Background: an optimization exercise with open tools, aiming at a short achievable clock period and few clock cycles. Do not read the settings as production practice. Only simulation tests tie the RTL to the original design; equivalence was not proved. Power is estimated from default activity; no workload was simulated.

**config.mk**
```make
export PLATFORM = sky130hd
export DESIGN_NAME = TopLevel
export DESIGN_NICKNAME = TopLevel
export VERILOG_FILES = /design/flow/design.v
export SDC_FILE = /design/flow/constraint.sdc
export NUM_CORES = 4
export LEC_CHECK = 0
export CAP_MARGIN = 40
export CORE_MARGIN = 2
export CORE_UTILIZATION = 25
export SETUP_SLACK_MARGIN = 5
export SLEW_MARGIN = 40
export SYNTH_MEMORY_MAX_BITS = 16384
```
**constraint.sdc**
```tcl
create_clock -name core_clock -period 10.0 [get_ports {CLK}]
set_input_delay 2.0000 -clock core_clock [delete_from_list [all_inputs] [get_ports {CLK}]]
set_output_delay 2.0000 -clock core_clock [all_outputs]
set_load 0.01 [all_outputs]
```
**design.v**
```verilog
module TopLevel(
  input        CLK,
  input        reset,
  input        start,
  output       halt,
  output [7:0] mem_addr,
  output       mem_re,
  output       mem_we,
  output [7:0] mem_wdata,
  input  [7:0] mem_rdata
);
  localparam logic [2:0] K_RLO = 3'd0, K_RHI = 3'd1, K_WLO = 3'd2, K_WHI = 3'd3,
                         K_RPAT = 3'd4, K_RSTR = 3'd5, K_NONE = 3'd6, K_WP3 = 3'd7;
  function automatic logic [15:0] encode(input logic [10:0] d);
    logic p1, p2, p4, p8, p16;
    p8  = ^d[10:4];
    p4  = (^d[10:7]) ^ (^d[3:1]);
    p2  = d[10]^d[9]^d[6]^d[5]^d[3]^d[2]^d[0];
    p1  = d[10]^d[8]^d[6]^d[4]^d[3]^d[1]^d[0];
    p16 = ^d ^ p8 ^ p4 ^ p2 ^ p1;
    encode = {d[10:4], p8, d[3:1], p4, d[0], p2, p1, p16};
  endfunction
  function automatic logic [15:0] decode(input logic [15:0] c);
    logic [3:0]  s;
    logic        par, dbl;
    logic [15:0] e;
    logic [10:0] d;
    s = '0;
    for (int k = 1; k < 16; k++)
      if (c[k]) s = s ^ 4'(k);
    par = ^c;
    e = par ? (16'h1 << s) : 16'h0;
    e = c ^ e;
    d = {e[15:9], e[7:5], e[3]};
    dbl = !par && (s != 4'd0);
    if (dbl) begin
      if (s == 4'd11) d = d ^ 11'h030;
      if (s == 4'd13) d = d ^ 11'h090;
      if (s == 4'd14) d = d ^ 11'h0a0;
    end
    decode = {dbl, 4'b0, d};
  endfunction
  function automatic logic [3:0] in_hits(input logic [7:0] b, input logic [4:0] pt);
    logic [3:0] h;
    for (int o = 0; o < 4; o++)
      h[o] = (b[7-o -: 5] == pt);
    in_hits = h;
  endfunction
  function automatic logic [3:0] cross_hits(input logic [7:0] a, input logic [7:0] b, input logic [4:0] pt);
    logic [15:0] w;
    logic [3:0]  h;
    w = {a, b};
    for (int o = 0; o < 4; o++)
      h[o] = (w[11-o -: 5] == pt);
    cross_hits = h;
  endfunction
  function automatic logic [2:0] cnt4(input logic [3:0] h);
    cnt4 = {2'b0, h[0]} + {2'b0, h[1]} + {2'b0, h[2]} + {2'b0, h[3]};
  endfunction
  logic       halt_r;
  logic [1:0] prog_r;           
  logic [1:0] cur_r;            
  logic       re_r, we_r;
  logic [7:0] addr_r, wdata_r;
  logic [2:0] kind_r;
  logic       last_r;           
  logic [5:0] a_step;
  wire        p3     = (cur_r == 2'd2);
  wire [5:0]  s  = a_step;
  wire        t_wr  = p3 ? (s >= 6'd34) : ((s >= 6'd58) || s[0]);
  wire        t_rd  = p3 ? (s <= 6'd32) : !((s >= 6'd58) || s[0]);
  wire        t_hi  = (s >= 6'd58) ? s[0] : !s[1];
  wire [2:0]  t_kind = p3 ? (t_rd ? K_RSTR : t_wr ? K_WP3 : K_NONE) : {1'b0, t_wr, t_hi};
  wire [7:0]  t_p3w  = (s == 6'd34) ? 8'd193 : (s == 6'd35) ? 8'd192 : 8'd194;
  wire [4:0]  t_rdo  = p3 ? s[4:0] - 5'd1 : s[5:1] + 5'd1;
  wire [7:0]  t_rda  = {p3, cur_r[0], 1'b0, t_rdo};
  wire [7:0]  t_wra  = ((cur_r == 2'd0) ? 8'd29 : 8'd93) + {3'b0, s[5:1]} + {7'b0, s == 6'd59};
  wire [7:0]  t_addr = t_rd ? t_rda : (p3 ? t_p3w : t_wra);
  wire        t_lst  = p3 ? (s == 6'd36) : (s == 6'd59);
  logic [15:0] raw_r;           
  logic [7:0]  hi_r;            
  logic [4:0]  pat_r;           
  logic [7:0]  c1_r;            
  logic [5:0]  c2_r;            
  logic [6:0]  cx_r;            
  wire [15:0] code    = (cur_r == 2'd0) ? encode(raw_r[10:0]) : decode(raw_r);
  logic [2:0]  hcnt_r, xcnt_r;  
  wire        hit_on  = p3 && !halt_r && (a_step >= 6'd3) && (a_step <= 6'd34);
  wire        acc_on  = p3 && !halt_r && (a_step >= 6'd4) && (a_step <= 6'd35);
  logic       first;            
  wire [3:0]  hit_cur = in_hits(raw_r[7:0], pat_r);
  wire [3:0]  hit_x   = first ? 4'b0 : cross_hits(raw_r[15:8], raw_r[7:0], pat_r);
  logic [7:0] wdata_n;
  always_comb begin
    case (t_kind)
      K_WLO:   wdata_n = code[7:0];
      K_WHI:   wdata_n = hi_r;
      K_WP3:   case (s[1:0])
                 2'd2:    wdata_n = {2'b0, (|hit_cur) ? c2_r + 6'd1 : c2_r};    
                 2'd3:    wdata_n = c1_r + {5'b0, hcnt_r};   
                 default: wdata_n = c1_r + {1'b0, cx_r};  
               endcase
      default: wdata_n = 8'h00;
    endcase
  end
  wire [7:0] ip_addr  = (prog_r == 2'd0) ? 8'd0 : (prog_r == 2'd1) ? 8'd64 : 8'd160;
  wire [7:0] ip_delta = (prog_r == 2'd2) ? 8'h20 : 8'h01;
  wire [2:0] ip_kind  = (prog_r == 2'd2) ? K_RPAT : K_RLO;
  wire       go1      = halt_r && start;
  wire idle = halt_r || last_r;    
  always_ff @(posedge CLK) begin
    if (reset) begin
      halt_r  <= 1'b1;
      prog_r  <= 2'd0;
      re_r    <= 1'b1;
      we_r    <= 1'b0;
      addr_r  <= 8'd0;
      kind_r  <= K_RLO;
    end else if (idle) begin
      halt_r  <= halt_r ? !start : 1'b1;
      if (go1) prog_r <= (prog_r == 2'd0) ? 2'd1 : 2'd2;
      re_r    <= 1'b1;
      we_r    <= 1'b0;
      addr_r  <= ip_addr ^ (go1 ? ip_delta : 8'h00);
      kind_r  <= {ip_kind[2:1], go1};
    end else begin
      re_r    <= t_rd;
      we_r    <= t_wr;
      addr_r  <= t_addr;
      kind_r  <= t_kind;
    end
  end
  always_ff @(posedge CLK) begin
    if (go1) cur_r <= prog_r;
    last_r <= !idle && t_lst;
  end
  always_ff @(posedge CLK) begin
    a_step <= idle ? 6'd2 : a_step + 6'd1;
    first  <= !idle && (a_step == 6'd2);
  end
  always_ff @(posedge CLK) begin
    wdata_r <= wdata_n;
    if (t_kind == K_WLO) hi_r <= code[15:8];
    if (kind_r == K_RLO || kind_r == K_RSTR) raw_r[7:0] <= mem_rdata;
    if (kind_r == K_RHI) raw_r[15:8] <= mem_rdata;
    if (kind_r == K_RSTR) raw_r[15:8] <= raw_r[7:0];
    if (kind_r == K_RPAT) pat_r <= mem_rdata[4:0];
    hcnt_r <= cnt4(hit_cur);
    xcnt_r <= cnt4(hit_x);
    if (kind_r == K_RPAT) begin
      c1_r <= '0; c2_r <= '0; cx_r <= '0;
    end else begin
      if (acc_on) begin
        c1_r <= c1_r + {5'b0, hcnt_r};
        cx_r <= cx_r + {4'b0, xcnt_r};
      end
      if (hit_on && (|hit_cur)) c2_r <= c2_r + 6'd1;
    end
  end
  assign halt      = halt_r;
  assign mem_addr  = addr_r;
  assign mem_re    = re_r;
  assign mem_we    = we_r;
  assign mem_wdata = wdata_r;
endmodule
```
**run.sh**
```bash
#!/bin/bash
# synth_recipe.tcl (not shown) runs the flow's synth.tcl, then flattens the netlist and writes it again
# the make line also repeats each setting of config.mk as NAME=value (left out here)
make -C /OpenROAD-flow-scripts/flow DESIGN_CONFIG=/design/flow/config.mk WORK_HOME=/design/flow/orfs CLKGATE_MAP_FILE= SYNTH_SCRIPT=/design/flow/synth_recipe.tcl finish
```
==> results.py <==
metrics = {
    "cells_and_area": {
        "fill_cells": 2546,
        "area_growth_pct": 13.2,
        "fin_cells": 946,
        "drive_gt1_share_pct": 8.45,
        "antenna_cells": 0,
        "fin_nets": 665,
        "final_util_pct": 28.9,
    },
    "worst_setup_path": {
        "crit_fanout": 1,
        "crit_buf_inv": 1,
        "worstPathCellList": "clkdlybuf4s50_1",
        "required_ps": 8000,
        "crit_family": "buffers and inverters",
        "worstSetupPathType": "reg -> out",
        "slowest_delay_ps": 590,
        "slowest_stage": "clkdlybuf4s50_1",
        "cp.arrival_ps": 1360,
        "start_kind": "flop",
        "end_kind": "output pin",
    },
    "grt": {
        "grt_pass1_wl_um": 23400,
        "grt_max_degree": 27,
        "antenna_found_initial": 0,
        "first_global_vias": 4290,
        "track_usage_pct": 11.6,
        "overflow": 0,
    },
    "logic_synthesis": {
        "synth_edf_count": 31,
        "synthFlopType": "dfxtp_1",
        "syn_area_sq_mm": 0.00601,
        "synth_seq_cells": 90,
        "avgSynthCellArea_sq_um": 9.79,
        "synthCells": 614,
        "ys_types": 68,
        "synth_seq_area_share_pct": 35.1,
        "synth_top_area_share_pct": 19.7,
        "synthesis.nets": 657,
        "synth_top_cells_by_area": "dfxtp_1 (20%), edfxtp_1 (15%), xnor2_1 (10%)",
        "synthArstFlopShare_pct": 0,
        "synthMostInstantiatedCell": "xnor2_1",
        "synth_largest_area_cell": "dfxtp_1",
        "synthTopCellsByCount": "xnor2_1 (70), nor2_1 (66), dfxtp_1 (59)",
        "synth_warnings": 1,
    },
    "clock_tree": {
        "insertion_delay_ps": 350,
        "clk_pin_slew_ps": 60,
        "cts_root_buffer": "clkbuf_16",
        "hold_buffers": 0,
        "cts_resized": 0,
        "h-tree-depth": 3,
        "ctsLongestPathBuffers": 2,
        "cts.sinks": 90,
        "cts_made_buffers": 9,
        "cts_setup_buffers": 0,
        "cts_tree": "yes",
    },
    "power": {
        "power_density_mw_per_mm2": 159,
        "peakVddDrop_uv": 76.3,
        "p_leak_nw": 2.58,
    },
    "sta": {
        "layout_min_cycle_time_ps": 3360,
        "max_clock_freq_ghz": 0.298,
        "rsz0062_at_grt": "no",
        "post-route-period-util_pct": 33.6,
        "finalSetupTns_ps": 0,
        "finClkSkew_ps": 6.37,
        "slew_viol_final": 0,
        "finalSetupViolCount": 0,
        "finalHoldViolations": 0,
        "max_slew.worst_pin.slew_ps": 785,
        "maxSlewHeadroom_pct": 47.5,
        "holdWs_ps": 482,
    },
    "run_status": {
        "status": "timing/DRC/antenna clean",
    },
    "route": {
        "remaining_drc_errors": 0,
        "ant_nets": 0,
        "via_per_inst": 4.65,
        "post_drt_wl_per_cell_um": 15.3,
        "drtPass1Iterations": 5,
        "vias": 4402,
        "totalWireLength_um": 14500,
        "drt-initial-drc-count": 291,
    },
    "place": {
        "placed_cells": 930,
        "gp_congestion": 0.848,
        "io_buffers": 29,
        "dpl.hpwl_um": 10600,
    },
    "floorplanning": {
        "dieArea_sq_mm": 0.0253,
        "num_rows": 56,
        "fp.dieH_um": 159,
        "dieWidth_um": 159,
        "start_util_pct": 25.5,
        "io_pins": 30,
        "core_area_sq_mm": 0.0235,
    },
    "flow_run": {
        "max_cap_viol_count": 0,
    },
    "min_path": {
        "hold_path.class": "reg -> reg",
    },
}
==> registers in the layout, indices dropped and copies added, names as in the netlist <==
| register | count |
|---|---|
| xcnt_r | 3 |
| cx_r | 7 |
| raw_r | 16 |
| hcnt_r | 3 |
| pat_r | 5 |
| kind_r | 3 |
| a_step | 6 |
| prog_r | 2 |
| last_r | 1 |
| re_r | 1 |
| c2_r | 6 |
| wdata_r | 8 |
| we_r | 1 |
| cur_r | 2 |
| c1_r | 8 |
| halt_r | 1 |
| addr_r | 8 |
| hi_r | 8 |
| first | 1 |
==> cells in the final DEF, fill, tap and decap left out, types with 8 or more instances in the layout <==
master / Yosys / final
mux2i_1: 11 / 11
mux2_2: 11 / 11
a21oi_1: 27 / 27
clkbuf_16: 0 / 9
nor3_1: 20 / 18
nand2_1: 28 / 28
xor2_1: 40 / 40
nand2b_1: 10 / 10
o21ai_0: 19 / 19
a21o_1: 8 / 8
inv_1: 16 / 16
clkdlybuf4s50_1: 0 / 29
xnor2_1: 70 / 70
nand3_1: 15 / 15
dfxtp_1: 59 / 59
edfxtp_1: 31 / 31
ha_1: 27 / 27
nor2_1: 66 / 66
==> routing by layer <==
metal / part of all wire (%) / GRT usage, % / up-vias
li1: - / - / 2153
met1: 49 / 15.9 / 2140
met2: 46 / 18.4 / 91
met3: 3.7 / 2.63 / 18
met4: 1.4 / 3.22 / 0
met5: 0 / 0 / -
==> area by class of cell <==
cell class	count	area [sq um]	share of cell area, %
multi-input combinational	474	3660	53.8
sequential	90	2110	31.0
tap	319	399	5.86
timing repair buffer	31	305	4.49
clock buffer	13	250	3.68
inverter	16	60.1	0.882
clock inverter	3	15.0	0.221
==> kinds of logic (layout without fill, tap and decap cells) <==
group | Yosys count | in the layout | share of synthesized area (%)
flops | 90 | 90 | 35.1
simple gates | 180 | 180 | 14.4
mux | 22 | 22 | 3.89
compound gates | 112 | 112 | 12.7
xor+xnor | 128 | 128 | 22.4
buf+inv | 50 | 63 | 4.23
fa+ha+maj | 32 | 32 | 7.29
==> power breakdown <==
| part | total [mW] | switching (mW) | internal (mW) |
|---|---|---|---|
| clock | 0.312 | 0.137 | 0.174 |
| sequential | 0.440 | 0.0368 | 0.403 |
| combinational | 0.329 | 0.177 | 0.152 |
| total | 1.08 | 0.352 | 0.729 |
==> stage by stage <==
stage               instance area, sq um  setup WS, ps  total power [mW]
floorplan                           6010          7370             0.700
global placement                    6530          6650             0.774
detailed placement                  6540          6590             0.774
CTS                                 6800          6600              1.09
global route                        6810          6570              1.14
finish                              6810          6640              1.08
==> path summary, 6_finish.rpt <==
path | from | end | slack (ps) | cells after the start
max reg2reg | raw_r[3] | wdata_r[3] | 6880 | 7
max | wdata_r[7] | mem_wdata[7] | 6640 | 1
min reg2reg | last_r | a_step[1] | 480 | 1
min | last_r | a_step[1] | 480 | 1
Testbench counts, summed over its fixed seeds: cycles 5,056.

what the ideal ports hide:
Ports are ideal in the flow. The routed layout listed here was re-timed in OpenROAD.
Step 1 (the two cells are an assumption about what drives the block):
set clk [get_ports {CLK}]
set_driving_cell -lib_cell sky130_fd_sc_hd__clkbuf_16 $clk
set_driving_cell -lib_cell sky130_fd_sc_hd__buf_2 [delete_from_list [all_inputs] $clk]
Step 2 moves the port delays by t, midway between the first and last clock arrival at a register: inputs arrive t later, outputs are due t later. That takes back most of the time a late clock gives input paths.
Three values: no drivers, after step 1, after step 2; two values: the first two.
t, ns: 0.386
setup WS [ns]: 6.641 / 6.600 / 6.588
latest minus earliest clock arrival (ns): 0.006 / 0.007
After both steps setup and hold are still met in this run. The setup slack of this run moves by -0.041 ns with the drivers and by -0.053 ns with both steps.
